Source: an optimization exercise on an open RTL-to-GDS flow (aim: small area). Production flows keep margins and buffers that such runs may drop. Only simulation tests tie the RTL to the original design; equivalence was not proved. Power and IR drop assume default switching activity.

$ cat design.v
module Uart_ClkDiv(Sys_CLK,Sys_RST,Uart_CE);
input Sys_CLK;
input Sys_RST;
output Uart_CE;
reg [8:0]Div;
assign Uart_CE = (Div == 9'b110000010);
always@(posedge Sys_CLK or negedge Sys_RST)
begin
	if(!Sys_RST)
		Div <= 9'b001010110;
	else
		Div <= {Div[7:0], (Div[8] ^ Div[4]) & ~Uart_CE};
end
endmodule
module Uart_Tx(Sys_CLK,Sys_RST,Uart_CE,Fin,Err_Rx,Data_Rx,Hold,Shift,Signal_Tx);
input Sys_CLK;
input Sys_RST;
input Uart_CE;
input Fin;
input Err_Rx;
input [7:0]Data_Rx;
output Hold;
output Shift;
output Signal_Tx;
reg Signal_Tx;
reg [3:0]Char_Cnt;
reg [7:0]Tx_Cnt;
reg [7:0]Cnt;
reg Presult;
reg [1:0]Data_Hi;
wire Busy = (Char_Cnt != 4'd0);
wire Trig = Fin && !Busy && (Tx_Cnt != 8'hEE);
wire Last = (Char_Cnt[2:0] == 3'd7);
wire Long = Last || (Char_Cnt == 4'd1);
wire Load = Busy && (Cnt[7:1] == 7'h7F) && (Cnt[0] || !Long);
wire Stop = Tx_Cnt[7] && !Tx_Cnt[6] && Tx_Cnt[4];
wire Late = Tx_Cnt[7] ? !Tx_Cnt[6] : (Tx_Cnt[6] && (Tx_Cnt[5] || Tx_Cnt[4]));
wire Upd = Uart_CE && (Tx_Cnt[3:0] == 4'd0);
assign Hold = Busy && !(Last && Late);
assign Shift = Upd && (Char_Cnt == 4'd15) && !Tx_Cnt[7] && !(Tx_Cnt[6] && Tx_Cnt[5]);
reg Bit;
always@(*)
begin
	case(Char_Cnt)
		4'd8: Bit = 8'h52 >> Tx_Cnt[6:4];    
		4'd9: Bit = 8'h65 >> Tx_Cnt[6:4];    
		4'd10: Bit = 8'h74 >> Tx_Cnt[6:4];   
		4'd11: Bit = 8'h75 >> Tx_Cnt[6:4];   
		4'd12: Bit = 8'h72 >> Tx_Cnt[6:4];   
		4'd13: Bit = 8'h6E >> Tx_Cnt[6:4];   
		4'd14: Bit = 8'h3A >> Tx_Cnt[6:4];   
		4'd15: Bit = (Tx_Cnt[6] && Tx_Cnt[5]) ? Data_Hi[Tx_Cnt[4]] : Data_Rx[0];
		4'd2: Bit = 8'h45 >> Tx_Cnt[6:4];    
		4'd3: Bit = 8'h72 >> Tx_Cnt[6:4];    
		4'd4: Bit = 8'h72 >> Tx_Cnt[6:4];    
		4'd5: Bit = 8'h6F >> Tx_Cnt[6:4];    
		4'd6: Bit = 8'h72 >> Tx_Cnt[6:4];    
		4'd7: Bit = 8'h21 >> Tx_Cnt[6:4];    
		default: Bit = 8'h0D >> Tx_Cnt[6:4];
	endcase
end
always@(posedge Sys_CLK or negedge Sys_RST)
begin
	if(!Sys_RST)
	begin
		Char_Cnt <= 4'd0;
		Tx_Cnt <= 8'h90;
		Signal_Tx <= 1'b1;
	end
	else if(Uart_CE)
	begin
		if(Trig)
			Char_Cnt <= 4'd1;
		else if(Load)
		begin
			if(Char_Cnt == 4'd1)
				Char_Cnt <= Err_Rx ? 4'd2 : 4'd8;
			else if(Last)
				Char_Cnt <= 4'd0;
			else
				Char_Cnt <= Char_Cnt + 4'd1;
		end
		if(Load)
			Tx_Cnt <= 8'hEE;
		else if(!Stop)
			Tx_Cnt <= Tx_Cnt + 8'd1;
		if(Tx_Cnt[3:0] == 4'd0)
		begin
			if(!Tx_Cnt[7])
				Signal_Tx <= Bit;
			else if(Tx_Cnt[6])
				Signal_Tx <= 1'b0;             
			else if(!Tx_Cnt[4])
				Signal_Tx <= Presult;          
			else
				Signal_Tx <= 1'b1;             
		end
	end
end
always@(posedge Sys_CLK)
begin
	if(Uart_CE)
	begin
		if(Trig)
		begin
			Cnt <= 8'd0;
			Data_Hi <= Data_Rx[7:6];
		end
		else
			Cnt <= Load ? 8'd0 : Cnt + 8'd1;
	end
	if(Upd)
		Presult <= Tx_Cnt[7] ? 1'b0 : Presult ^ Bit;
end
endmodule
module Uart_Rx(Sys_CLK,RST,Uart_CE,Signal_Rx,Hold,Shift,Data_Rx,Err,Fin);
input Sys_CLK;
input RST;
input Uart_CE;
input Signal_Rx;
input Hold;
input Shift;
output [7:0]Data_Rx;
output Err;
output Fin;               
reg [7:0]Data_Rx;
reg Err;
reg RxBuf;
reg RxFall;
reg [7:0]Cnt;
wire Idle = (Cnt == 8'd0) || (Cnt == 8'd171);
wire Samp = Uart_CE && !Hold && (Cnt[3:0] == 4'd9) && (Cnt[7:4] != 4'd0);
assign Fin = (Cnt == 8'd171);
always@(posedge Sys_CLK or negedge RST)
begin
	if(!RST)
	begin
		RxBuf <= 1'b1;
		RxFall <= 1'b0;
		Cnt <= 8'd0;
	end
	else if(Uart_CE)
	begin
		RxBuf <= Signal_Rx;
		RxFall <= RxBuf & ~Signal_Rx;
		Cnt <= Idle ? {7'd0, RxFall} : Cnt + 8'd1;
	end
end
always@(posedge Sys_CLK)
begin
	if((Samp && Cnt[7:4] <= 4'd8) || Shift)    
		Data_Rx <= {Signal_Rx, Data_Rx[7:1]};
	if(Samp)
	begin
		if(Cnt[7:4] == 4'd1)
			Err <= Signal_Rx;
		else if(Cnt[7:4] == 4'd10)            
			Err <= Err | ~Signal_Rx;
		else                                  
			Err <= Err ^ Signal_Rx;
	end
end
endmodule
module Uart_Top(Sys_CLK,Sys_RST,Signal_Tx,Signal_Rx);
input Sys_CLK;
input Sys_RST;
input Signal_Rx;
output Signal_Tx;
wire Uart_CE;
wire [7:0]Data_Rx;
wire Err;
wire Fin;
wire Hold;
wire Shift;
Uart_ClkDiv Uart_ClkDiv(.Sys_CLK(Sys_CLK),.Sys_RST(Sys_RST),.Uart_CE(Uart_CE));
Uart_Rx Uart_Rx(.Sys_CLK(Sys_CLK),.RST(Sys_RST),.Uart_CE(Uart_CE),.Signal_Rx(Signal_Rx),.Hold(Hold),.Shift(Shift),
				.Data_Rx(Data_Rx),.Err(Err),.Fin(Fin));
Uart_Tx Uart_Tx(.Sys_CLK(Sys_CLK),.Sys_RST(Sys_RST),.Uart_CE(Uart_CE),.Fin(Fin),.Err_Rx(Err),
				.Data_Rx(Data_Rx),.Hold(Hold),.Shift(Shift),.Signal_Tx(Signal_Tx));
endmodule
$ cat run.sh
#!/bin/bash
# synth_recipe.tcl (not shown) runs the flow's synth.tcl, then flattens the netlist and writes it again
# the make line also repeats each setting of config.mk as NAME=value (left out here)
make -C /OpenROAD-flow-scripts/flow DESIGN_CONFIG=/design/flow/config.mk WORK_HOME=/design/flow/orfs CLKGATE_MAP_FILE= SYNTH_SCRIPT=/design/flow/synth_recipe.tcl finish
$ cat config.mk
export PLATFORM = sky130hd
export DESIGN_NAME = Uart_Top
export DESIGN_NICKNAME = Uart_Top
export VERILOG_FILES = /design/flow/design.v
export SDC_FILE = /design/flow/constraint.sdc
export NUM_CORES = 4
export LEC_CHECK = 0
export CAP_MARGIN = 20
export CORE_MARGIN = 2
export CORE_UTILIZATION = 40
export CTS_BUF_LIST = sky130_fd_sc_hd__clkbuf_8
export SLEW_MARGIN = 20
$ cat constraint.sdc
create_clock -name core_clock -period 5.0 [get_ports {Sys_CLK}]
set_input_delay 1.0000 -clock core_clock [delete_from_list [all_inputs] [get_ports {Sys_CLK}]]
set_output_delay 1.0000 -clock core_clock [all_outputs]
set_load 0.01 [all_outputs]
==> flow_metrics.py, run 1 <==
metrics = {
    "run_status": {
        "status": "no timing/DRC/antenna violations",
    },
    "clock_tree": {
        "ctsHtreeMaxLevel": 2,
        "clockBufferDepth": 2,
        "ctsResizeCount": 0,
        "numCtsBuffers": 5,
        "clk_latency_ps": 300,
        "cts_setup_buffers": 0,
        "tritoncts": "built",
        "cts_sinks": 52,
        "cts-root-buf": "clkbuf_8",
        "clk_pin_slew_ps": 90,
        "cts-hold-fix-buffers": 0,
    },
    "synth": {
        "ys_seq_area_frac": 0.491,
        "synthCells": 285,
        "synth_area_leader_cell": "dfrtp_1",
        "synthTopCellsByCount": "nor2_1, dfrtp_1, nand2_1",
        "synth.distinct_cells": 57,
        "ys.flop_type": "dfrtp_1",
        "syn-num-nets": 301,
        "yosys_warnings": 3,
        "syn_area_per_cell_um2": 10.1,
        "async_flop_share": 0.615,
        "synth_top_area_frac": 0.209,
        "synth_area_mm2": 0.00288,
        "synth_area_leaders": "dfrtp_1, edfxtp_1, dfstp_2",
        "yosysMostFrequentCell": "nor2_1",
        "synth-seq-cells": 52,
        "synth_edf_count": 20,
    },
    "power": {
        "pwr_density_cell_mw_per_mm2": 222,
        "leakagePower_nw": 1.19,
        "sequentialPowerShare": 0.653,
        "p_comb_frac": 0.013,
        "p_int_mw": 0.538,
        "power_switching_mw": 0.137,
        "irDropWorstVdd_mv": 0.206,
        "swShare": 0.202,
        "clkPwrFrac": 0.334,
    },
    "routing": {
        "wl_met1_um": 2780,
        "wl_um": 5520,
        "wl_met3_um": 184,
        "ant_nets": 0,
        "vias_per_cell": 5.40,
        "wl_met2_um": 2530,
        "firstDrtPassIters": 4,
        "vias": 2048,
        "top_layer": "met4",
        "wl_per_cell_um": 14.6,
        "drt_iter0_markers": 171,
        "drc_errors": 0,
    },
    "grt": {
        "antenna_found_initial": 0,
        "grtUsageTotal": 0.150,
        "grt_first_pass_wirelength_um": 9220,
        "grt_pass1_vias": 1878,
        "grt.overflow.total": 0,
        "grt_max_degree": 33,
    },
    "sta": {
        "min_period_ps": 3070,
        "relSlewSlack": 0.495,
        "fmax_mhz": 326,
        "final.setup.tns_ps": 0,
        "whs_ps": 369,
        "slew_violations": 0,
        "layout_setup_ws_ps": 1930,
        "rsz0062_at_grt": "no",
        "setup_viol": 0,
        "fin_crit_sh": 0.613,
        "hold_violations": 0,
        "finalClockSkew_ps": 13.6,
        "worstMarginPinSlew_ps": 753,
    },
    "place": {
        "dp_slack_ps": 1930,
        "dpl.hpwl_um": 3760,
        "portBuffers": 3,
        "gp_congestion": 0.845,
    },
    "min_path": {
        "min_path_type": "reg -> reg",
        "whs_path_depth": 0,
    },
    "setup_path": {
        "r2r-end": "Uart_Rx.Data_Rx[4]",
        "crit_end": "Uart_Rx.Data_Rx[4]",
        "reg2reg_slack_ps": 1930,
        "path_max_fanout": 25,
        "r2r_start": "Uart_ClkDiv.Div[1]",
        "required_ps": 4980,
        "critPathArrivalTime_ps": 3040,
        "startpoint": "Uart_ClkDiv.Div[1]",
        "crit_type": "reg -> reg",
        "worstSetupEndpointType": "register",
        "start_kind": "register",
        "reg2regPathDepth": 6,
    },
    "floorplan": {
        "die_x_um": 88.8,
        "die_h_um": 88.8,
        "fp-row-count": 30,
        "die_area_mm2": 0.00788,
        "core_area_mm2": 0.00687,
        "io_pins": 4,
        "start_util": 0.419,
    },
    "flow_run": {
        "drv_cap": 0,
    },
    "cells_and_area": {
        "areaGrowthSynthToFinish_pct": 5.48,
        "final_util": 0.442,
        "drive_gt1_frac": 0.102,
        "nets": 298,
        "n_antenna_cell": 0,
    },
}
==> how the worst min path moves through the flow <==
stage / from / to
final: Uart_ClkDiv.Div[1] / Uart_ClkDiv.Div[2]
after global routing: Uart_ClkDiv.Div[1] / Uart_ClkDiv.Div[2]
after CTS: Uart_ClkDiv.Div[1] / Uart_ClkDiv.Div[2]
after detailed placement: Uart_ClkDiv.Div[1] / Uart_ClkDiv.Div[2]
after global placement: Uart_ClkDiv.Div[1] / Uart_ClkDiv.Div[2]
after floorplan: Uart_ClkDiv.Div[1] / Uart_ClkDiv.Div[2]
==> worst max-delay path: stages, from the launching register on <==
cell and delay (ps):
dfstp_2 530, nor3b_1 270, nand4_2 380, clkinv_1 570, nand3_1 290, nor4b_1 400
a21o_1 310
==> registers in the layout, summed over array words and instances (netlist names) <==
name and count:
Uart_ClkDiv.Div 9, Uart_Rx.RxFall 1, Uart_Rx.RxBuf 1, Uart_Tx.Signal_Tx 1, Uart_Tx.Tx_Cnt 8, Uart_Rx.Data_Rx 8, Uart_Rx.Err 1, Uart_Tx.Data_Hi 2
Uart_Tx.Cnt 8, Uart_Tx.Char_Cnt 4, Uart_Rx.Cnt 8, Uart_Tx.Presult 1
==> kinds of logic after synthesis <==
family / count (synthesis) / share of synthesized area
and+or+nand+nor: 109 / 0.197
AOI/OAI and AO/OA: 63 / 0.143
DFF: 52 / 0.491
buffers and inverters: 28 / 0.0466
adders and majority gates: 13 / 0.0566
xor gates and xnor gates: 12 / 0.0366
muxes: 8 / 0.0296
==> final cells by class <==
| type | instances | area, um^2 |
|---|---|---|
| multi-input cells | 205 | 1330 |
| fillers | 643 | 3840 |
| well taps | 96 | 120 |
| clock inverters | 3 | 12.5 |
| inverters | 14 | 52.6 |
| repair buffers | 4 | 37.5 |
| clock buffers | 5 | 68.8 |
| flip-flops and latches | 52 | 1410 |
==> layer usage <==
layer  vias to the layer above  GRT usage
met2                        34      0.241
met1                       993      0.212
met5                         -          0
li1                       1019          -
met3                         2     0.0271
met4                         0     0.0358
==> stage by stage <==
stage          cell area, um^2  instances  total power [mW]
2_1_floorplan             2880        285             0.450
3_3_place_gp              2950        371             0.458
3_5_place_dp              2950        371             0.458
4_1_cts                   3030        379             0.681
5_1_grt                   3030        379             0.697
6_report                  3030        379             0.674
==> placed cells by master (no fill, tap or decap), types with 3 or more instances in the layout <==
cell / n
edfxtp_1: 20
xnor2_1: 6
a31oi_1: 4
nand4_1: 7
clkbuf_8: 5
a21o_1: 3
clkdlybuf4s50_1: 3
mux2_2: 4
nor2b_1: 4
nor3_1: 9
a21oi_1: 10
ha_1: 13
and3_1: 4
o21ai_0: 20
nor3b_1: 3
dfrtp_1: 24
nand2_1: 21
inv_1: 15
o22ai_1: 4
nand3_1: 11
dfstp_2: 8
o31ai_1: 4
nand2b_1: 3
nor2_1: 30
xor2_1: 6
mux2i_1: 4
==> power groups by stage <==
stage	clock network, mW	logic (mW)	registers [mW]
global placement	0	0.00903	0.449
CTS	0.231	0.00921	0.440
finish	0.225	0.00869	0.440
detailed placement	0	0.00915	0.449
floorplan	0	0.00107	0.449
global route	0.246	0.0104	0.441
==> run 2: changes to the inputs <==
--- a/config.mk
+++ b/config.mk
@@ -9,4 +9,3 @@
 export CORE_MARGIN = 2
 export CORE_UTILIZATION = 40
-export CTS_BUF_LIST = sky130_fd_sc_hd__clkbuf_8
 export SLEW_MARGIN = 20
==> flow_metrics.py, run 2 <==
metrics = {
    "synth": {
        "syn-num-nets": 301,
        "ys.flop_type": "dfrtp_1",
        "ys_seq_area_frac": 0.491,
        "synthCells": 285,
        "synthTopCellsByCount": "nor2_1, dfrtp_1, nand2_1",
        "synth_top_area_frac": 0.209,
        "syn_area_per_cell_um2": 10.1,
        "synth-seq-cells": 52,
        "synth_area_leaders": "dfrtp_1, edfxtp_1, dfstp_2",
        "yosysMostFrequentCell": "nor2_1",
        "synth_edf_count": 20,
        "synth_area_leader_cell": "dfrtp_1",
        "async_flop_share": 0.615,
        "synth_area_mm2": 0.00288,
        "yosys_warnings": 3,
        "synth.distinct_cells": 57,
    },
    "clock_tree": {
        "cts_setup_buffers": 0,
        "clk_latency_ps": 300,
        "cts-hold-fix-buffers": 0,
        "cts-root-buf": "clkbuf_8",
        "tritoncts": "built",
        "ctsResizeCount": 0,
        "ctsHtreeMaxLevel": 2,
        "clockBufferDepth": 2,
        "numCtsBuffers": 5,
        "cts_sinks": 52,
        "clk_pin_slew_ps": 90,
    },
    "routing": {
        "firstDrtPassIters": 4,
        "drc_errors": 0,
        "wl_um": 5550,
        "vias_per_cell": 5.45,
        "drt_iter0_markers": 171,
        "vias": 2064,
        "ant_nets": 0,
        "wl_per_cell_um": 14.6,
    },
    "run_status": {
        "status": "no timing/DRC/antenna violations",
    },
    "flow_run": {
        "drv_cap": 0,
    },
    "setup_path": {
        "crit_slowest_cell": "clkinv_1",
        "reg2regPathDepth": 6,
        "reg2reg_slack_ps": 1930,
        "required_ps": 4980,
        "worstSetupEndpointType": "register",
        "path_depth": 6,
        "r2r_start": "Uart_ClkDiv.Div[1]",
        "slowest_delay_ps": 570,
        "crit_chain": "nor3b_1 > nand4_2 > clkinv_1 > nand3_1 > nor4b_1 > a21o_1",
        "path_buf_inv": 1,
        "critPathArrivalTime_ps": 3050,
        "start_kind": "register",
        "r2r-end": "Uart_Rx.Data_Rx[4]",
        "crit_end": "Uart_Rx.Data_Rx[4]",
        "startpoint": "Uart_ClkDiv.Div[1]",
        "path_max_fanout": 25,
        "crit_family": "simple AND/OR/NAND/NOR gates",
        "crit_type": "reg -> reg",
    },
    "sta": {
        "relSlewSlack": 0.492,
        "fmax_mhz": 325,
        "slew_violations": 0,
        "setup_viol": 0,
        "hold_violations": 0,
        "rsz0062_at_grt": "no",
        "min_period_ps": 3070,
        "fin_crit_sh": 0.615,
        "final.setup.tns_ps": 0,
        "finalClockSkew_ps": 13.3,
        "worstMarginPinSlew_ps": 757,
    },
    "min_path": {
        "min_path_type": "reg -> reg",
        "whs_path_depth": 0,
    },
    "power": {
        "finalPower_mw": 0.679,
        "irDropWorstVdd_mv": 0.206,
        "leakagePower_nw": 1.18,
        "pwr_density_cell_mw_per_mm2": 224,
    },
    "place": {
        "dpl_cell_area_mm2": 0.00295,
        "portBuffers": 3,
        "dpl.hpwl_um": 3760,
        "gp_congestion": 0.845,
    },
    "floorplan": {
        "die_area_mm2": 0.00788,
        "die_h_um": 88.8,
        "core_area_mm2": 0.00687,
        "fp-row-count": 30,
        "die_x_um": 88.8,
        "start_util": 0.419,
        "io_pins": 4,
    },
    "grt": {
        "grt_first_pass_wirelength_um": 9220,
        "grtUsageTotal": 0.150,
        "antenna_found_initial": 0,
        "grt_pass1_vias": 1878,
        "grt_max_degree": 33,
        "grt.overflow.total": 0,
    },
    "cells_and_area": {
        "drive_gt1_frac": 0.102,
        "nets": 298,
        "largest_reg_flops": 9,
        "final_util": 0.442,
        "n_antenna_cell": 0,
        "areaGrowthSynthToFinish_pct": 5.48,
        "fin_area_mm2": 0.00303,
        "final_cell_mix": "nor2_1, dfrtp_1, nand2_1",
        "mostFrequentLayoutCell": "nor2_1",
        "regMostFlops": "Uart_ClkDiv.Div",
    },
}
[run 2: cell families (layout without fill, tap and decap cells)]
logic type,after synthesis,after routing,synth area share
buffers and inverters,28,26,0.0466
and+or+nand+nor,109,109,0.197
adders and majority gates,13,13,0.0566
DFF,52,52,0.491
AOI/OAI and AO/OA,63,63,0.143
xor gates and xnor gates,12,12,0.0366
muxes,8,8,0.0296
[run 2: final cells by class]
cell class                 count  area (um^2)
multi-input combinational    205         1330
clock buffer                   7         76.3
clock inverter                 1         5.00
inverter                      14         52.6
timing repair buffer           4         37.5
fill                         643         3840
sequential                    52         1410
tap                           96          120
[run 2: power breakdown]
group          switching (mW)  internal, mW
Sequential                  0         0.440
Combinational         0.00600       0.00268
Clock                   0.131        0.0987
[run 2: worst min-delay path by stage]
stage / startpoint / to / slack (ps)
after floorplan: Uart_ClkDiv.Div[1] / Uart_ClkDiv.Div[2] / 350
after global placement: Uart_ClkDiv.Div[1] / Uart_ClkDiv.Div[2] / 350
after detailed placement: Uart_ClkDiv.Div[1] / Uart_ClkDiv.Div[2] / 360
after CTS: Uart_ClkDiv.Div[1] / Uart_ClkDiv.Div[2] / 370
after global routing: Uart_ClkDiv.Div[1] / Uart_ClkDiv.Div[2] / 370
final: Uart_ClkDiv.Div[1] / Uart_ClkDiv.Div[2] / 370
[run 2: per-stage QoR]
step	setup slack (ps)	hold slack, ps	std cells
floorplan	2820	351	285
global placement	2110	354	371
detailed placement	1930	359	371
CTS	1910	371	379
global route	1730	373	379
finish	1930	369	379
[run 2: per-layer routing]
layer  vias to the layer above  GRT usage  part of all wire
li1                       1020          -                 -
met1                      1008      0.212              0.50
met2                        34      0.241              0.46
met3                         2     0.0271             0.031
met4                         0     0.0358            0.0052
met5                         -          0                 0
==> run 3: changes to the inputs <==
==> flow/run.sh (new file) <==
#!/bin/bash
# Layout flow: the standard flow, except that synthesis maps the logic with an
# area-oriented ABC script (flow/abc_area.script). Synthesis is ORFS's own
# script run from a copy of ORFS's scripts folder in which abc_area.script is
# replaced, with ABC_AREA=1; registers and names are as in the standard
# synthesis. Every step after synthesis is the standard flow.
set -euo pipefail
cp -r "$FLOW_HOME/scripts" synth_scripts
cp flow/abc_area.script synth_scripts/abc_area.script
bash standard.sh SCRIPTS_DIR="$PWD/synth_scripts" ABC_AREA=1 synth > synth.log 2>&1
bash standard.sh > layout.log 2>&1
==> flow/abc_area.script (new file) <==
strash
&get -n
&st
&deepsyn -T 20
&put
dch -f
amap
topo
==> standard.sh (new file) <==
#!/bin/bash
# synth_recipe.tcl (not shown) runs the flow's synth.tcl, then flattens the netlist and writes it again
# the make line also repeats each setting of config.mk as NAME=value (left out here)
make -C /OpenROAD-flow-scripts/flow DESIGN_CONFIG=/design/flow/config.mk WORK_HOME=/design/flow/orfs CLKGATE_MAP_FILE= SYNTH_SCRIPT=/design/flow/synth_recipe.tcl "${@:-finish}"
removed: run.sh
==> flow_metrics.py, run 3 <==
metrics = {
    "setup_path": {
        "worstSetupEndpointType": "register",
        "crit_type": "reg -> reg",
        "start_kind": "register",
        "required_ps": 4950,
        "critPathArrivalTime_ps": 3030,
        "path_max_fanout": 13,
    },
    "run_status": {
        "status": "no timing/DRC/antenna violations",
    },
    "cells_and_area": {
        "final_cell_mix": "clkinv_1, nor2_1, dfrtp_1",
        "drive_gt1_frac": 0.0655,
        "mostFrequentLayoutCell": "clkinv_1",
        "n_antenna_cell": 0,
        "largest_reg_flops": 9,
        "multi_input_area_mm2": 0.00101,
        "regMostFlops": "Uart_ClkDiv.Div",
        "fillCellCount": 620,
        "nets": 290,
        "fin_cells": 352,
        "areaGrowthSynthToFinish_pct": 9.04,
        "seq_area_mm2": 0.00141,
    },
    "place": {
        "portBuffers": 3,
        "dp_slack_ps": 1480,
        "dp.cells": 344,
        "dpl.hpwl_um": 3510,
        "gp_congestion": 0.791,
    },
    "routing": {
        "wl_per_cell_um": 13.7,
        "ant_nets": 0,
        "vias_per_cell": 5.36,
        "top_layer": "met4",
        "wl_met3_um": 159,
        "drc_errors": 0,
        "wl_met1_um": 2470,
        "firstDrtPassIters": 4,
        "vias": 1886,
        "wl_met2_um": 2130,
        "drt_iter0_markers": 109,
        "wl_um": 4820,
    },
    "power": {
        "pwr_density_cell_mw_per_mm2": 249,
        "finalPower_mw": 0.697,
        "irDropWorstVdd_mv": 0.170,
        "leakagePower_nw": 1.04,
    },
    "synth": {
        "syn-num-nets": 279,
        "synth_top_area_frac": 0.233,
        "synth_area_mm2": 0.00257,
        "synth-seq-cells": 52,
        "ys.flop_type": "dfrtp_1",
        "synth_area_leaders": "dfrtp_1, edfxtp_1, dfstp_2",
        "synthTopCellsByCount": "clkinv_1, nor2_1, dfrtp_1",
        "yosysMostFrequentCell": "clkinv_1",
        "synth.distinct_cells": 35,
        "yosys_warnings": 3,
        "ys_seq_area_frac": 0.548,
        "synthCells": 263,
        "syn_area_per_cell_um2": 9.79,
        "async_flop_share": 0.615,
        "synth_area_leader_cell": "dfrtp_1",
        "synth_edf_count": 20,
    },
    "flow_run": {
        "drv_cap": 0,
    },
    "sta": {
        "min_period_ps": 3070,
        "relSlewSlack": 0.447,
        "layout_setup_ws_ps": 1930,
        "setup_viol": 0,
        "slew_violations": 0,
        "final.setup.tns_ps": 0,
        "fin_crit_sh": 0.615,
        "worstMarginPinSlew_ps": 827,
        "hold_violations": 0,
        "finalClockSkew_ps": 8.18,
        "fmax_mhz": 325,
        "rsz0062_at_grt": "no",
    },
    "floorplan": {
        "io_pins": 4,
        "fp-row-count": 29,
        "die_h_um": 84.2,
        "core_area_mm2": 0.00628,
        "die_area_mm2": 0.00709,
        "start_util": 0.410,
        "die_x_um": 84.2,
    },
    "clock_tree": {
        "clk_pin_slew_ps": 90,
        "ctsHtreeMaxLevel": 2,
        "cts_sinks": 52,
        "clockBufferDepth": 2,
        "cts-root-buf": "clkbuf_8",
        "cts-hold-fix-buffers": 0,
        "ctsResizeCount": 0,
        "numCtsBuffers": 5,
        "tritoncts": "built",
        "cts_setup_buffers": 0,
        "clk_latency_ps": 310,
    },
    "min_path": {
        "min_path_type": "reg -> reg",
    },
    "grt": {
        "grt_max_degree": 33,
        "grtUsageTotal": 0.151,
        "antenna_found_initial": 0,
        "grt_first_pass_wirelength_um": 8570,
        "grt_pass1_vias": 1793,
        "grt.overflow.total": 0,
    },
}
[run 3: path summary, 6_finish.rpt]
path	cells after the start	startpoint	slack, ps	endpoint
setup / recovery	7	Uart_ClkDiv.Div[1]	1930	Uart_Rx.Data_Rx[3]
hold / removal	0	Uart_ClkDiv.Div[1]	370	Uart_ClkDiv.Div[2]
setup reg to reg	7	Uart_ClkDiv.Div[1]	1930	Uart_Rx.Data_Rx[3]
hold reg to reg	0	Uart_ClkDiv.Div[1]	370	Uart_ClkDiv.Div[2]
max in group asynchronous	2	Sys_RST	3580	Uart_ClkDiv.Div[1]
min in group asynchronous	2	Sys_RST	1080	Uart_Tx.Tx_Cnt[2]
[run 3: cell families after synthesis]
logic type,count (synthesis),share of synthesized area
AND/OR/NAND/NOR,97,0.174
buffers and inverters,42,0.0613
flip-flops,52,0.548
AO/OA/AOI/OAI,59,0.154
adder cells (fa/ha/maj),13,0.0632
[run 3: area by class of cell]
class / count / area share
clock buffer: 5 / 0.0245
timing repair buffer: 4 / 0.0134
sequential: 52 / 0.503
tap: 77 / 0.0343
inverter: 42 / 0.0562
clock inverter: 3 / 0.00802
multi-input combinational: 169 / 0.361
[run 3: stage by stage]
step | area, um^2 | util | hold slack, ps
2_1_floorplan | 2570 | - | 354
6_report | 2810 | 0.447 | 370
3_3_place_gp | 2710 | 0.431 | 358
3_5_place_dp | 2710 | 0.431 | 359
4_1_cts | 2800 | 0.446 | 373
5_1_grt | 2810 | 0.447 | 377
[run 3: worst max-delay path, stage by stage, from the launching register on]
cell and delay (ps):
dfstp_2 540, nand4bb_1 90, nor4_1 270, nand3_1 360, clkinv_1 370, nand4_1 220
or2_0 290, o32ai_2 570
[run 3: metal layers]
layer	track usage	up-vias
li1	-	959
met1	0.224	891
met2	0.224	31
met3	0.0354	5
met4	0.0396	0
met5	0	-
[run 3: power breakdown]
group	leakage [nW]	internal, mW	total (mW)	switching [mW]
sequential	0.569	0.441	0.441	0.000191
combinational	0.425	0.00252	0.00861	0.00609
clock	0.0485	0.101	0.247	0.147
==> run 4: changes to the inputs <==
==> flow/run.sh (replaced) <==
#!/bin/bash
# Layout flow: the standard flow, except that synthesis maps the logic with an
# area-oriented ABC script (flow/abc_area.script). Synthesis is ORFS's own
# script run from a copy of ORFS's scripts folder in which abc_area.script is
# replaced, with ABC_AREA=1 and without mapping adders to adder cells first, so
# that ABC maps the counters too; registers and names are as in the standard
# synthesis. Every step after synthesis is the standard flow.
set -euo pipefail
cp -r "$FLOW_HOME/scripts" synth_scripts
cp flow/abc_area.script synth_scripts/abc_area.script
bash standard.sh SCRIPTS_DIR="$PWD/synth_scripts" ABC_AREA=1 ADDER_MAP_FILE= synth > synth.log 2>&1
bash standard.sh > layout.log 2>&1
==> flow/abc_area.script (replaced) <==
strash
&get -n
&st
&deepsyn -T 60
&put
dch -f
amap
topo
==> flow_metrics.py, run 4 <==
metrics = {
    "sta": {
        "relSlewSlack": 0.522,
        "fmax_mhz": 346,
        "slew_violations": 0,
        "final.setup.tns_ps": 0,
        "setup_viol": 0,
        "layout_setup_ws_ps": 2110,
        "finalClockSkew_ps": 6.35,
        "hold_violations": 0,
        "fin_crit_sh": 0.579,
        "rsz0062_at_grt": "no",
        "worstMarginPinSlew_ps": 712,
        "min_period_ps": 2890,
    },
    "synth": {
        "yosys_warnings": 3,
        "synth_area_leaders": "dfrtp_1, edfxtp_1, dfstp_2",
        "yosysMostFrequentCell": "nor2_1",
        "async_flop_share": 0.615,
        "synth_area_mm2": 0.00229,
        "synth_area_leader_cell": "dfrtp_1",
        "synth_edf_count": 20,
        "syn_area_per_cell_um2": 9.79,
        "synthTopCellsByCount": "nor2_1, clkinv_1, dfrtp_1",
        "ys_seq_area_frac": 0.616,
        "synthCells": 234,
        "synth-seq-cells": 52,
        "synth.distinct_cells": 35,
        "synth_top_area_frac": 0.262,
        "ys.flop_type": "dfrtp_1",
        "syn-num-nets": 237,
    },
    "floorplan": {
        "start_util": 0.416,
        "die_x_um": 79.7,
        "io_pins": 4,
        "core_area_mm2": 0.00551,
        "die_h_um": 79.7,
        "fp-row-count": 27,
        "die_area_mm2": 0.00635,
    },
    "clock_tree": {
        "ctsResizeCount": 0,
        "clockBufferDepth": 2,
        "clk_pin_slew_ps": 90,
        "cts-root-buf": "clkbuf_8",
        "clk_latency_ps": 310,
        "cts_sinks": 52,
        "tritoncts": "built",
        "numCtsBuffers": 5,
        "ctsHtreeMaxLevel": 2,
        "cts-hold-fix-buffers": 0,
        "cts_setup_buffers": 0,
    },
    "routing": {
        "wl_um": 4290,
        "ant_nets": 0,
        "drc_errors": 0,
        "vias_per_cell": 5.19,
        "drt_iter0_markers": 99,
        "wl_per_cell_um": 13.5,
        "firstDrtPassIters": 4,
        "vias": 1651,
    },
    "place": {
        "portBuffers": 3,
        "dp.cells": 310,
        "dp_slack_ps": 2050,
        "gp_congestion": 0.775,
        "dpl.hpwl_um": 3140,
        "dpl_cell_area_mm2": 0.00242,
    },
    "cells_and_area": {
        "mostFrequentLayoutCell": "nor2_1",
        "fillCellCount": 519,
        "areaGrowthSynthToFinish_pct": 10.3,
        "n_antenna_cell": 0,
        "fin_cells": 318,
        "largest_reg_flops": 9,
        "final_cell_mix": "nor2_1, clkinv_1, dfrtp_1",
        "fin_area_mm2": 0.00252,
        "nets": 248,
        "drive_gt1_frac": 0.0650,
        "regMostFlops": "Uart_ClkDiv.Div",
    },
    "flow_run": {
        "drv_cap": 0,
    },
    "grt": {
        "grt_first_pass_wirelength_um": 7770,
        "grt_max_degree": 33,
        "grt_pass1_vias": 1614,
        "grtUsageTotal": 0.161,
        "antenna_found_initial": 0,
        "grt.overflow.total": 0,
    },
    "setup_path": {
        "crit_type": "reg -> reg",
        "start_kind": "register",
        "reg2reg_slack_ps": 2110,
        "path_buf_inv": 1,
        "reg2regPathDepth": 13,
        "worstSetupEndpointType": "register",
        "critPathArrivalTime_ps": 3100,
        "r2r_start": "Uart_ClkDiv.Div[1]",
        "required_ps": 5200,
        "r2r-end": "Uart_Rx.Cnt[7]",
        "crit_family": "simple AND/OR/NAND/NOR gates",
        "cp_common_cell": "nor2_1",
        "crit_slowest_cell": "dfstp_2",
        "slowest_delay_ps": 540,
        "crit_chain": "nand4bb_1 > nor4_1 > nand3_1 > nor2_1 > clkinv_1 > nor2_1 > nand2_1 > nor3_1 > nand2_1 > nor2_1 > nor2_1 > a21oi_1 > nor2_1",
        "path_depth": 13,
        "path_max_fanout": 8,
        "startpoint": "Uart_ClkDiv.Div[1]",
        "crit_end": "Uart_Rx.Cnt[7]",
    },
    "min_path": {
        "min-delay-start": "Uart_ClkDiv.Div[1]",
        "min_path_type": "reg -> reg",
    },
    "power": {
        "irDropWorstVdd_mv": 0.139,
        "finalPower_mw": 0.732,
        "leakagePower_nw": 0.964,
        "pwr_density_cell_mw_per_mm2": 290,
    },
    "run_status": {
        "status": "no timing/DRC/antenna violations",
    },
}
==> run 4: cell count changes in the layout (fill, tap and decap cells not counted), sizes merged, moves of 5 or more <==
cell / delta
clkinv: -13
ha: -13
nand3: -5
nor2: +13
==> run 4: kinds of logic (layout without fill, tap and decap cells) <==
kind of cell,Yosys count,count (layout),share of synthesized area
simple gates,103,103,0.199
flops,52,52,0.616
compound gates,49,49,0.136
buf+inv,30,42,0.0492
==> run 4: worst min-delay path by stage <==
stage	to	slack, ps	depth (start not counted)
after detailed placement	Uart_ClkDiv.Div[2]	360	0
final	Uart_ClkDiv.Div[2]	370	0
after global placement	Uart_ClkDiv.Div[2]	350	0
after floorplan	Uart_ClkDiv.Div[2]	350	0
after global routing	Uart_ClkDiv.Div[2]	390	0
after CTS	Uart_ClkDiv.Div[2]	370	0
==> run 4: final cells by class <==
type,instances,area [um^2],share of cell area
Clock inverter,2,35.0,0.0139
Clock buffer,6,72.6,0.0287
Tap cell,72,90.1,0.0357
Timing Repair Buffer,4,37.5,0.0149
Multi-Input combinational cell,152,766,0.303
Sequential cell,52,1410,0.559
Inverter,30,113,0.0446
==> run 4: metal layers <==
layer | part of all wire | global-route usage
met4 | 0.014 | 0.0517
met2 | 0.46 | 0.247
met5 | 0 | 0
met1 | 0.50 | 0.223
met3 | 0.030 | 0.0407
==> run 4: power by group <==
group | total [mW] | switching, mW | internal, mW | leakage [nW]
logic | 0.00817 | 0.00590 | 0.00227 | 0.340
registers | 0.441 | 0.000184 | 0.441 | 0.569
clock network | 0.283 | 0.134 | 0.149 | 0.0552
total | 0.732 | 0.140 | 0.592 | 0.964
==> run 4: stage by stage <==
step           hold WS (ps)   util
2_1_floorplan           354      -
3_3_place_gp            355  0.439
3_5_place_dp            359  0.439
4_1_cts                 374  0.459
5_1_grt                 386  0.459
6_report                371  0.459
==> run 5: changes to the inputs <==
--- a/design.v
+++ b/design.v
@@ -4,5 +4,5 @@
 output Uart_CE;
 reg [8:0]Div;
-assign Uart_CE = (Div == 9'b110000010);
+assign Uart_CE = Div[8] && (Div[6:1] == 6'b000001);    
 always@(posedge Sys_CLK or negedge Sys_RST)
 begin
@@ -30,5 +30,5 @@
 reg [1:0]Data_Hi;
 wire Busy = (Char_Cnt != 4'd0);
-wire Trig = Fin && !Busy && (Tx_Cnt != 8'hEE);
+wire Trig = Fin && !Busy && !(Tx_Cnt[7:4] == 4'hE && !Tx_Cnt[0]);
 wire Last = (Char_Cnt[2:0] == 3'd7);
 wire Long = Last || (Char_Cnt == 4'd1);
@@ -100,14 +100,7 @@
 always@(posedge Sys_CLK)
 begin
-	if(Uart_CE)
-	begin
-		if(Trig)
-		begin
-			Cnt <= 8'd0;
-			Data_Hi <= Data_Rx[7:6];
-		end
-		else
-			Cnt <= Load ? 8'd0 : Cnt + 8'd1;
-	end
+	Cnt <= (Uart_CE && (Trig || Load)) ? 8'd0 : Cnt + {7'd0, Uart_CE};
+	if(Uart_CE && Trig)
+		Data_Hi <= Data_Rx[7:6];
 	if(Upd)
 		Presult <= Tx_Cnt[7] ? 1'b0 : Presult ^ Bit;
@@ -127,9 +120,9 @@
 reg Err;
 reg RxBuf;
-reg RxFall;
 reg [7:0]Cnt;
-wire Idle = (Cnt == 8'd0) || (Cnt == 8'd171);
+wire Idle = Cnt[7] && Cnt[6];
+wire End = Cnt[7] && !Cnt[6] && Cnt[5] && Cnt[3] && Cnt[1];    
 wire Samp = Uart_CE && !Hold && (Cnt[3:0] == 4'd9) && (Cnt[7:4] != 4'd0);
-assign Fin = (Cnt == 8'd171);
+assign Fin = Idle && Cnt[1];
 always@(posedge Sys_CLK or negedge RST)
 begin
@@ -137,12 +130,15 @@
 	begin
 		RxBuf <= 1'b1;
-		RxFall <= 1'b0;
-		Cnt <= 8'd0;
+		Cnt <= 8'hC0;
 	end
 	else if(Uart_CE)
 	begin
 		RxBuf <= Signal_Rx;
-		RxFall <= RxBuf & ~Signal_Rx;
-		Cnt <= Idle ? {7'd0, RxFall} : Cnt + 8'd1;
+		if(Idle && Cnt[0] && !RxBuf)
+			Cnt <= 8'd1;
+		else if(Idle || End)
+			Cnt <= {6'b110000, End, RxBuf};
+		else
+			Cnt <= Cnt + 8'd1;
 	end
 end
--- a/flow/run.sh
+++ b/flow/run.sh
@@ -10,3 +10,4 @@
 cp flow/abc_area.script synth_scripts/abc_area.script
 bash standard.sh SCRIPTS_DIR="$PWD/synth_scripts" ABC_AREA=1 ADDER_MAP_FILE= synth > synth.log 2>&1
-bash standard.sh > layout.log 2>&1
+bash standard.sh "CTS_ARGS=-sink_clustering_enable -repair_clock_nets -dont_use_dummy_load -buf_list sky130_fd_sc_hd__clkbuf_8 -sink_clustering_size 30 -sink_clustering_max_diameter 200" \
+  "BUFFER_PORTS_ARGS=-buffer_cell sky130_fd_sc_hd__buf_1" > layout.log 2>&1
==> flow_metrics.py, run 5 <==
metrics = {
    "clock_tree": {
        "cts-root-buf": "clkbuf_8",
        "cts-hold-fix-buffers": 0,
        "cts_setup_buffers": 0,
        "tritoncts": "built",
        "ctsResizeCount": 0,
        "clockBufferDepth": 2,
        "numCtsBuffers": 5,
        "ctsHtreeMaxLevel": 2,
        "cts_sinks": 51,
        "clk_latency_ps": 290,
        "clk_pin_slew_ps": 90,
    },
    "grt": {
        "grt.overflow.total": 0,
        "antenna_found_initial": 0,
        "grt_first_pass_wirelength_um": 7180,
        "grt_pass1_vias": 1549,
        "grt_max_degree": 32,
        "grtUsageTotal": 0.150,
    },
    "synth": {
        "synth.distinct_cells": 34,
        "ys_seq_area_frac": 0.597,
        "synth_area_leaders": "dfrtp_1, edfxtp_1, dfstp_2",
        "synthCells": 227,
        "ys.flop_type": "dfrtp_1",
        "synth_area_leader_cell": "dfrtp_1",
        "async_flop_share": 0.608,
        "yosysMostFrequentCell": "nor2_1",
        "yosys_warnings": 3,
        "synthTopCellsByCount": "nor2_1, clkinv_1, dfrtp_1",
        "synth_edf_count": 12,
        "syn-num-nets": 230,
        "synth-seq-cells": 51,
        "synth_area_mm2": 0.00219,
        "syn_area_per_cell_um2": 9.65,
        "synth_top_area_frac": 0.240,
    },
    "floorplan": {
        "start_util": 0.421,
        "io_pins": 4,
        "die_x_um": 78.0,
        "die_h_um": 78.0,
        "fp-row-count": 26,
        "core_area_mm2": 0.00520,
        "die_area_mm2": 0.00608,
    },
    "sta": {
        "relSlewSlack": 0.529,
        "min_period_ps": 2750,
        "fin_crit_sh": 0.551,
        "slew_violations": 0,
        "finalClockSkew_ps": 22.1,
        "rsz0062_at_grt": "no",
        "worstMarginPinSlew_ps": 699,
        "setup_viol": 0,
        "fmax_mhz": 363,
        "whs_ps": 358,
        "final.setup.tns_ps": 0,
        "hold_violations": 0,
    },
    "routing": {
        "wl_um": 4070,
        "drc_errors": 0,
        "wl_per_cell_um": 13.3,
        "ant_nets": 0,
        "vias_per_cell": 5.20,
        "drt_iter0_markers": 57,
        "firstDrtPassIters": 4,
        "vias": 1590,
    },
    "cells_and_area": {
        "fillCellCount": 537,
        "largest_reg_flops": 9,
        "n_antenna_cell": 0,
        "regMostFlops": "Uart_ClkDiv.Div",
        "final_cell_mix": "nor2_1, clkinv_1, dfrtp_1",
        "nets": 241,
        "mostFrequentLayoutCell": "nor2_1",
        "drive_gt1_frac": 0.0720,
        "areaGrowthSynthToFinish_pct": 8.34,
    },
    "power": {
        "irDropWorstVdd_mv": 0.177,
        "swShare": 0.192,
        "power_switching_mw": 0.122,
        "p_int_mw": 0.515,
        "sequentialPowerShare": 0.665,
        "pwr_density_cell_mw_per_mm2": 269,
        "leakagePower_nw": 0.861,
        "p_comb_frac": 0.011,
        "clkPwrFrac": 0.325,
    },
    "setup_path": {
        "crit_type": "reg -> reg",
        "critPathArrivalTime_ps": 2970,
        "worstSetupEndpointType": "register",
        "startpoint": "Uart_ClkDiv.Div[1]",
        "start_kind": "register",
        "path_max_fanout": 8,
        "required_ps": 5220,
        "r2r_start": "Uart_ClkDiv.Div[1]",
    },
    "run_status": {
        "status": "no timing/DRC/antenna violations",
    },
    "place": {
        "dpl.hpwl_um": 3040,
        "portBuffers": 3,
        "gp_congestion": 0.825,
    },
    "flow_run": {
        "drv_cap": 0,
    },
    "min_path": {
        "min-delay-start": "Uart_ClkDiv.Div[7]",
        "min_path_type": "reg -> reg",
    },
}
-- run 5: changes by cell type in the layout (fill, tap and decap cells not counted), sizes merged, moves of 3 or more --
cell	previous run	this run
nor2	52	48
buf	1	4
a21oi	14	10
edfxtp	20	12
dfxtp	0	8
clkdlybuf4s50	3	0
dfrtp	24	21
and2	1	4
nand2	20	16
-- run 5: final timing paths --
| kind | slack, ps | to | cells past startpoint |
|---|---|---|---|
| setup reg to reg | 2250 | Uart_Rx.Cnt[6] | 12 |
| hold / removal | 360 | Uart_ClkDiv.Div[8] | 0 |
| setup / recovery | 2250 | Uart_Rx.Cnt[6] | 12 |
| min in group asynchronous | 690 | Uart_ClkDiv.Div[8] | 2 |
| max in group asynchronous | 3960 | Uart_Tx.Tx_Cnt[4] | 2 |
| hold reg to reg | 360 | Uart_ClkDiv.Div[8] | 0 |
-- run 5: power by group through the flow --
stage	Sequential, mW	Clock (mW)	Combinational [mW]
finish	0.424	0.207	0.00672
global route	0.424	0.240	0.00825
CTS	0.424	0.217	0.00718
detailed placement	0.432	0	0.00718
global placement	0.432	0	0.00719
floorplan	0.432	0	0.000820
-- run 5: cell type report --
class                      count  area (um^2)  area share
multi-input combinational    146          777       0.327
sequential                    51         1310       0.551
timing repair buffer           4         18.8     0.00791
inverter                      30          113      0.0474
tap                           70         87.6      0.0369
clock buffer                   5         68.8      0.0290
-- run 5: stage by stage --
step                instance area (um^2)  setup WS [ps]  utilization  cells  power, mW
floorplan                           2190           2470            -    227      0.433
global placement                    2300           2100        0.441    301      0.439
detailed placement                  2300           2010        0.441    301      0.439
CTS                                 2370           1970        0.455    306      0.648
global route                        2370           1760        0.456    306      0.672
finish                              2370           2250        0.456    306      0.637
-- run 5: critical path: stages, from the launching register on --
cell	delay, ps
dfstp_2	540
nor4b_1	220
nand3_1	290
clkinv_1	210
nand2_1	110
nor2_1	170
nand2_1	130
nor3_1	330
nand2_1	130
clkinv_1	70
nor2_1	50
a222oi_1	330
clkinv_1	100
-- run 5: kinds of logic after synthesis --
logic type | share of synthesized area
AND/OR/NAND/NOR | 0.194
buffers and inverters | 0.0514
AO/OA/AOI/OAI | 0.157
flip-flops | 0.597
-- run 5: routing by layer --
metal,up-vias,global-route usage,wire length [um]
li1,822,-,-
met1,748,0.199,1990
met2,18,0.242,1970
met3,2,0.0326,87
met4,0,0.0526,21
met5,-,0,0
==> run 6: changes to the inputs <==
--- a/flow/run.sh
+++ b/flow/run.sh
@@ -10,4 +10,4 @@
 cp flow/abc_area.script synth_scripts/abc_area.script
 bash standard.sh SCRIPTS_DIR="$PWD/synth_scripts" ABC_AREA=1 ADDER_MAP_FILE= synth > synth.log 2>&1
-bash standard.sh "CTS_ARGS=-sink_clustering_enable -repair_clock_nets -dont_use_dummy_load -buf_list sky130_fd_sc_hd__clkbuf_8 -sink_clustering_size 30 -sink_clustering_max_diameter 200" \
+bash standard.sh "CTS_ARGS=-sink_clustering_enable -repair_clock_nets -dont_use_dummy_load" \
   "BUFFER_PORTS_ARGS=-buffer_cell sky130_fd_sc_hd__buf_1" > layout.log 2>&1
==> flow_metrics.py, run 6 <==
metrics = {
    "routing": {
        "vias": 1590,
        "firstDrtPassIters": 4,
        "wl_um": 4070,
        "ant_nets": 0,
        "drc_errors": 0,
        "wl_per_cell_um": 13.3,
        "vias_per_cell": 5.20,
        "drt_iter0_markers": 57,
    },
    "sta": {
        "setup_viol": 0,
        "rsz0062_at_grt": "no",
        "worstMarginPinSlew_ps": 699,
        "fmax_mhz": 363,
        "hold_violations": 0,
        "final.setup.tns_ps": 0,
        "slew_violations": 0,
        "whs_ps": 358,
        "relSlewSlack": 0.529,
        "layout_setup_ws_ps": 2250,
        "finalClockSkew_ps": 22.1,
        "min_period_ps": 2750,
        "fin_crit_sh": 0.551,
    },
    "synth": {
        "synthTopCellsByCount": "nor2_1, clkinv_1, dfrtp_1",
        "synth_area_mm2": 0.00219,
        "synth_area_leaders": "dfrtp_1, edfxtp_1, dfstp_2",
        "synthCells": 227,
        "syn_area_per_cell_um2": 9.65,
        "syn-num-nets": 230,
        "synth.distinct_cells": 34,
        "ys.flop_type": "dfrtp_1",
        "synth_top_area_frac": 0.240,
        "yosysMostFrequentCell": "nor2_1",
        "synth_edf_count": 12,
        "ys_seq_area_frac": 0.597,
        "yosys_warnings": 3,
        "synth_area_leader_cell": "dfrtp_1",
        "async_flop_share": 0.608,
        "synth-seq-cells": 51,
    },
    "clock_tree": {
        "cts-root-buf": "clkbuf_8",
        "clk_pin_slew_ps": 90,
        "clockBufferDepth": 2,
        "tritoncts": "built",
        "ctsResizeCount": 0,
        "cts_sinks": 51,
        "ctsHtreeMaxLevel": 2,
        "cts-hold-fix-buffers": 0,
        "numCtsBuffers": 5,
        "cts_setup_buffers": 0,
        "clk_latency_ps": 290,
    },
    "power": {
        "pwr_density_cell_mw_per_mm2": 269,
        "irDropWorstVdd_mv": 0.177,
        "finalPower_mw": 0.637,
        "leakagePower_nw": 0.861,
    },
    "cells_and_area": {
        "n_antenna_cell": 0,
        "fillCellCount": 537,
        "drive_gt1_frac": 0.0720,
        "seq_area_mm2": 0.00131,
        "fin_area_mm2": 0.00237,
        "regMostFlops": "Uart_ClkDiv.Div",
        "final_cell_mix": "nor2_1, clkinv_1, dfrtp_1",
        "fin_cells": 306,
        "largest_reg_flops": 9,
        "mostFrequentLayoutCell": "nor2_1",
        "areaGrowthSynthToFinish_pct": 8.34,
        "final_util": 0.456,
        "nets": 241,
        "multi_input_area_um2": 777,
    },
    "place": {
        "dpl_cell_area_mm2": 0.00230,
        "gp_congestion": 0.825,
        "portBuffers": 3,
        "dpl.hpwl_um": 3040,
        "dp.cells": 301,
        "dp_slack_ps": 2010,
    },
    "floorplan": {
        "io_pins": 4,
        "core_area_mm2": 0.00520,
        "die_h_um": 78.0,
        "die_area_mm2": 0.00608,
        "start_util": 0.421,
        "die_x_um": 78.0,
        "fp-row-count": 26,
    },
    "grt": {
        "grt_max_degree": 32,
        "grt_pass1_vias": 1549,
        "grt_first_pass_wirelength_um": 7180,
        "grtUsageTotal": 0.150,
        "antenna_found_initial": 0,
        "grt.overflow.total": 0,
    },
    "setup_path": {
        "critPathArrivalTime_ps": 2970,
        "path_max_fanout": 8,
        "crit_type": "reg -> reg",
        "worstSetupEndpointType": "register",
        "required_ps": 5220,
        "start_kind": "register",
    },
    "run_status": {
        "status": "no timing/DRC/antenna violations",
    },
    "flow_run": {
        "drv_cap": 0,
    },
    "min_path": {
        "min_path_type": "reg -> reg",
    },
}
-- run 6: cell counts after synthesis --
Identical to the previous run, type by type.
-- run 6: path summary, 6_finish.rpt --
kind	start	to	slack, ps	cells after the start
worst max-delay path	Uart_ClkDiv.Div[1]	Uart_Rx.Cnt[6]	2250	12
worst min-delay path	Uart_ClkDiv.Div[7]	Uart_ClkDiv.Div[8]	360	0
worst max register to register	Uart_ClkDiv.Div[1]	Uart_Rx.Cnt[6]	2250	12
worst min register to register	Uart_ClkDiv.Div[7]	Uart_ClkDiv.Div[8]	360	0
max in group asynchronous	Sys_RST	Uart_Tx.Tx_Cnt[4]	3960	2
min in group asynchronous	Sys_RST	Uart_ClkDiv.Div[8]	690	2
-- run 6: logic make-up after synthesis --
kind of cell | after synthesis | share of synthesized area
flops | 51 | 0.597
simple gates | 96 | 0.194
compound gates | 50 | 0.157
buf+inv | 30 | 0.0514
-- run 6: power breakdown --
group / leakage [nW] / switching (mW) / internal (mW)
Combinational: 0.253 / 0.00550 / 0.00122
Sequential: 0.572 / 0 / 0.424
Clock: 0.0359 / 0.117 / 0.0905
Total: 0.861 / 0.122 / 0.515
-- run 6: routing by layer --
metal / global-route usage / part of all wire
met5: 0 / 0
met2: 0.242 / 0.48
met3: 0.0326 / 0.021
met1: 0.199 / 0.49
met4: 0.0526 / 0.0052
-- run 6: final cells by class --
| type | count | area share |
|---|---|---|
| tap | 70 | 0.0369 |
| timing repair buffer | 4 | 0.00791 |
| sequential | 51 | 0.551 |
| clock buffer | 5 | 0.0290 |
| inverter | 30 | 0.0474 |
| multi-input combinational | 146 | 0.327 |
-- run 6: critical path: stages, from the launching register on --
cell      delay (ps)
dfstp_2          540
nor4b_1          220
nand3_1          290
clkinv_1         210
nand2_1          110
nor2_1           170
nand2_1          130
nor3_1           330
nand2_1          130
clkinv_1          70
nor2_1            50
a222oi_1         330
clkinv_1         100
==> run 7: changes to the inputs <==
--- a/design.v
+++ b/design.v
@@ -25,5 +25,7 @@
 reg Signal_Tx;
 reg [3:0]Char_Cnt;
-reg [7:0]Tx_Cnt;
+reg [3:0]Tx_Hi;
+reg [3:0]Tx_Lo;
+wire [7:0]Tx_Cnt = {Tx_Hi, Tx_Lo};
 reg [7:0]Cnt;
 reg Presult;
@@ -60,4 +62,12 @@
 	endcase
 end
+wire [7:0]Tx_Nxt = (Uart_CE && Load) ? 8'hEE : Tx_Cnt + {7'd0, Uart_CE && !Stop};
+always@(posedge Sys_CLK or negedge Sys_RST)
+begin
+	if(!Sys_RST)
+		Tx_Hi <= 4'h9;
+	else
+		Tx_Hi <= Tx_Nxt[7:4];
+end
 always@(posedge Sys_CLK or negedge Sys_RST)
 begin
@@ -65,5 +75,4 @@
 	begin
 		Char_Cnt <= 4'd0;
-		Tx_Cnt <= 8'h90;
 		Signal_Tx <= 1'b1;
 	end
@@ -81,8 +90,4 @@
 				Char_Cnt <= Char_Cnt + 4'd1;
 		end
-		if(Load)
-			Tx_Cnt <= 8'hEE;
-		else if(!Stop)
-			Tx_Cnt <= Tx_Cnt + 8'd1;
 		if(Tx_Cnt[3:0] == 4'd0)
 		begin
@@ -101,4 +106,5 @@
 begin
 	Cnt <= (Uart_CE && (Trig || Load)) ? 8'd0 : Cnt + {7'd0, Uart_CE};
+	Tx_Lo <= Tx_Nxt[3:0];
 	if(Uart_CE && Trig)
 		Data_Hi <= Data_Rx[7:6];
@@ -120,9 +126,14 @@
 reg Err;
 reg RxBuf;
-reg [7:0]Cnt;
+reg [2:0]Cnt_R;            
+reg [4:0]Cnt_U;            
+wire [7:0]Cnt = {Cnt_R[2:1], Cnt_U[4:1], Cnt_R[0], Cnt_U[0]};
 wire Idle = Cnt[7] && Cnt[6];
 wire End = Cnt[7] && !Cnt[6] && Cnt[5] && Cnt[3] && Cnt[1];    
 wire Samp = Uart_CE && !Hold && (Cnt[3:0] == 4'd9) && (Cnt[7:4] != 4'd0);
 assign Fin = Idle && Cnt[1];
+wire [7:0]Cnt_Nxt = (Uart_CE && Idle && Cnt[0] && !RxBuf) ? 8'd1 :
+                    (Uart_CE && (Idle || End)) ? {6'b110000, End, RxBuf} :
+                    Cnt + {7'd0, Uart_CE};
 always@(posedge Sys_CLK or negedge RST)
 begin
@@ -130,17 +141,15 @@
 	begin
 		RxBuf <= 1'b1;
-		Cnt <= 8'hC0;
+		Cnt_R <= 3'b110;
 	end
-	else if(Uart_CE)
+	else
 	begin
-		RxBuf <= Signal_Rx;
-		if(Idle && Cnt[0] && !RxBuf)
-			Cnt <= 8'd1;
-		else if(Idle || End)
-			Cnt <= {6'b110000, End, RxBuf};
-		else
-			Cnt <= Cnt + 8'd1;
+		if(Uart_CE)
+			RxBuf <= Signal_Rx;
+		Cnt_R <= {Cnt_Nxt[7:6], Cnt_Nxt[1]};
 	end
 end
+always@(posedge Sys_CLK)
+	Cnt_U <= {Cnt_Nxt[5:2], Cnt_Nxt[0]};
 always@(posedge Sys_CLK)
 begin
--- a/flow/run.sh
+++ b/flow/run.sh
@@ -5,9 +5,10 @@
 # replaced, with ABC_AREA=1 and without mapping adders to adder cells first, so
 # that ABC maps the counters too; registers and names are as in the standard
-# synthesis. Every step after synthesis is the standard flow.
+# synthesis. The steps after synthesis are the standard flow, except that
+# clock tree synthesis adds no dummy loads and the ports get buf_1 buffers.
 set -euo pipefail
 cp -r "$FLOW_HOME/scripts" synth_scripts
 cp flow/abc_area.script synth_scripts/abc_area.script
 bash standard.sh SCRIPTS_DIR="$PWD/synth_scripts" ABC_AREA=1 ADDER_MAP_FILE= synth > synth.log 2>&1
-bash standard.sh "CTS_ARGS=-sink_clustering_enable -repair_clock_nets -dont_use_dummy_load" \
+bash standard.sh "CTS_ARGS=-sink_clustering_enable -repair_clock_nets -dont_use_dummy_load -root_buf sky130_fd_sc_hd__clkbuf_16 -buf_list sky130_fd_sc_hd__clkbuf_4" \
   "BUFFER_PORTS_ARGS=-buffer_cell sky130_fd_sc_hd__buf_1" > layout.log 2>&1
==> flow_metrics.py, run 7 <==
metrics = {
    "run_status": {
        "status": "no timing/DRC/antenna violations",
    },
    "synth": {
        "synth_area_leader_cell": "edfxtp_1",
        "syn-num-nets": 234,
        "ys.flop_type": "dfxtp_1",
        "synth_area_mm2": 0.00216,
        "syn_area_per_cell_um2": 9.37,
        "async_flop_share": 0.431,
        "ys_seq_area_frac": 0.584,
        "yosys_warnings": 3,
        "synth-seq-cells": 51,
        "synth_area_leaders": "edfxtp_1, dfxtp_1, dfrtp_1",
        "synthTopCellsByCount": "nor2_1, clkinv_1, nand2_1",
        "yosysMostFrequentCell": "nor2_1",
        "synthCells": 231,
        "synth_top_area_frac": 0.167,
        "synth.distinct_cells": 32,
        "synth_edf_count": 12,
    },
    "power": {
        "leakagePower_nw": 0.870,
        "pwr_density_cell_mw_per_mm2": 306,
        "finalPower_mw": 0.735,
        "irDropWorstVdd_mv": 0.188,
    },
    "sta": {
        "worstMarginPinSlew_ps": 1060,
        "fin_crit_sh": 0.650,
        "rsz0062_at_grt": "no",
        "min_period_ps": 3250,
        "final.setup.tns_ps": 0,
        "slew_violations": 0,
        "hold_violations": 0,
        "relSlewSlack": 0.283,
        "setup_viol": 0,
        "fmax_mhz": 308,
        "finalClockSkew_ps": 17.7,
    },
    "setup_path": {
        "start_kind": "register",
        "crit_slowest_cell": "a2111oi_0",
        "crit_type": "reg -> reg",
        "path_max_fanout": 8,
        "required_ps": 4890,
        "slowest_delay_ps": 510,
        "crit_chain": "nor3_1 > nor4bb_1 > buf_4 > clkinv_1 > nor2_1 > clkinv_1 > a2111oi_0 > o21ai_0 > o21ai_0",
        "reg2regPathDepth": 9,
        "critPathArrivalTime_ps": 3140,
        "worstSetupEndpointType": "register",
    },
    "cells_and_area": {
        "final_cell_mix": "nor2_1, clkinv_1, nand2_1",
        "drive_gt1_frac": 0.0705,
        "areaGrowthSynthToFinish_pct": 11.0,
        "largest_reg_flops": 9,
        "nets": 246,
        "n_antenna_cell": 0,
        "regMostFlops": "Uart_ClkDiv.Div",
        "top_regs": "Uart_ClkDiv.Div: 9 flops, Uart_Rx.Data_Rx: 8 flops, Uart_Tx.Cnt: 8 flops",
        "mostFrequentLayoutCell": "nor2_1",
        "fillCellCount": 496,
    },
    "routing": {
        "drt_iter0_markers": 127,
        "drc_errors": 0,
        "firstDrtPassIters": 4,
        "ant_nets": 0,
        "vias": 1628,
        "wl_um": 4150,
        "wl_per_cell_um": 13.3,
        "vias_per_cell": 5.23,
    },
    "clock_tree": {
        "cts-hold-fix-buffers": 0,
        "clk_latency_ps": 290,
        "ctsHtreeMaxLevel": 2,
        "ctsResizeCount": 0,
        "clockBufferDepth": 2,
        "cts_setup_buffers": 0,
        "clk_pin_slew_ps": 70,
        "numCtsBuffers": 5,
        "tritoncts": "built",
        "cts-root-buf": "clkbuf_16",
        "cts_sinks": 51,
    },
    "grt": {
        "grt_pass1_vias": 1587,
        "grt_max_degree": 23,
        "grtUsageTotal": 0.152,
        "grt.overflow.total": 0,
        "antenna_found_initial": 0,
        "grt_first_pass_wirelength_um": 7330,
    },
    "flow_run": {
        "drv_cap": 0,
    },
    "floorplan": {
        "die_area_mm2": 0.00601,
        "start_util": 0.418,
        "core_area_mm2": 0.00517,
        "die_h_um": 77.5,
        "fp-row-count": 26,
        "io_pins": 4,
        "die_x_um": 77.5,
    },
    "min_path": {
        "min_path_type": "reg -> reg",
        "whs_path_depth": 0,
    },
    "place": {
        "gp_congestion": 0.845,
        "portBuffers": 3,
        "dpl.hpwl_um": 3000,
    },
}
run 7: changes by cell type after synthesis, moves of 4 or more:
cell,previous run,this run
dfrtp_1,21,12
dfxtp_1,8,17
nor2_1,48,39
nor3_1,11,16
a211oi_1,6,10
o22ai_1,2,6
run 7: power by group:
part	leakage (nW)	internal, mW	switching, mW	total [mW]
clock network	0.0616	0.177	0.129	0.306
registers	0.514	0.423	0	0.423
logic	0.295	0.00122	0.00455	0.00577
total	0.870	0.601	0.134	0.735
run 7: layout make-up:
cell class | count | area [um^2] | area share
repair buffers | 5 | 26.3 | 0.0109
clock buffers | 5 | 125 | 0.0521
well taps | 70 | 87.6 | 0.0365
inverters | 28 | 105 | 0.0438
flip-flops and latches | 51 | 1260 | 0.526
multi-input cells | 152 | 795 | 0.331
run 7: worst paths after layout:
path                                      endpoint  slack, ps               start
worst min register to register  Uart_ClkDiv.Div[1]        350  Uart_ClkDiv.Div[0]
worst min-delay path            Uart_ClkDiv.Div[1]        350  Uart_ClkDiv.Div[0]
worst max register to register  Uart_Rx.Data_Rx[0]       1750  Uart_ClkDiv.Div[3]
max in group asynchronous         Uart_Tx.Tx_Hi[3]       4010             Sys_RST
worst max-delay path            Uart_Rx.Data_Rx[0]       1750  Uart_ClkDiv.Div[3]
min in group asynchronous         Uart_Tx.Tx_Hi[2]        680             Sys_RST
run 7: cell families (layout without fill, tap and decap cells):
family / after synthesis / in the layout / synth area share
buffers and inverters: 28 / 38 / 0.0486
flip-flops: 51 / 51 / 0.584
AO/OA/AOI/OAI: 57 / 57 / 0.169
AND/OR/NAND/NOR: 95 / 95 / 0.198
run 7: critical path, delay by kind of cell, from the launching register on:
family / cells / cell delay [ps]
AOI/OAI and AO/OA: 3 / 1130
DFF: 1 / 380
and+or+nand+nor: 3 / 820
buffers and inverters: 3 / 510
run 7: metrics by stage:
stage | area [um^2] | instances | util | hold slack, ps | setup WS [ps]
final | 2400 | 311 | 0.464 | 353 | 1750
after CTS | 2400 | 311 | 0.464 | 355 | 1670
after detailed placement | 2280 | 306 | 0.440 | 339 | 1680
after global routing | 2400 | 311 | 0.464 | 360 | 1300
after global placement | 2280 | 306 | 0.440 | 338 | 1820
after floorplan | 2160 | 231 | - | 331 | 1910
run 7: per-layer routing:
layer	track usage	vias to the layer above	share of wire
li1	-	847	-
met1	0.209	738	0.48
met2	0.237	38	0.46
met3	0.0384	5	0.049
met4	0.0446	0	0.010
met5	0	-	0

## static timing again, ports no longer ideal
The results above use ideal ports. As a check the final layouts listed here were re-extracted and re-timed, cells and wires unchanged. Step 1 assumes that a clkbuf_16 drives the clock port and a buf_2 every other input. Step 2 times the ports against the registers' clock, not the clock port: input delays grow and output delays shrink by t, the midpoint of the rising clock arrivals with the driver on. Three values: no drivers, after step 1, after step 2; two values: the first two.
run | t (ns) | setup slack, ns | worst data-port slew with drivers (ns) | pins driven straight from the clock port
run 1 | 0.318 | 1.933 / 1.933 / 1.933 | 0.04 | 1
run 2 | 0.317 | 1.926 / 1.926 / 1.926 | 0.04 | 1
run 3 | 0.334 | 1.927 / 1.927 / 1.927 | 0.03 | 1
run 4 | 0.328 | 2.107 / 2.107 / 2.107 | 0.03 | 1
run 5 | 0.308 | 2.246 / 2.246 / 2.246 | 0.03 | 1
run 6 | 0.308 | 2.246 / 2.246 / 2.246 | 0.03 | 1
run 7 | 0.308 | 1.750 / 1.750 / 1.750 | 0.03 | 1
After both steps setup and hold are still met in every run listed.
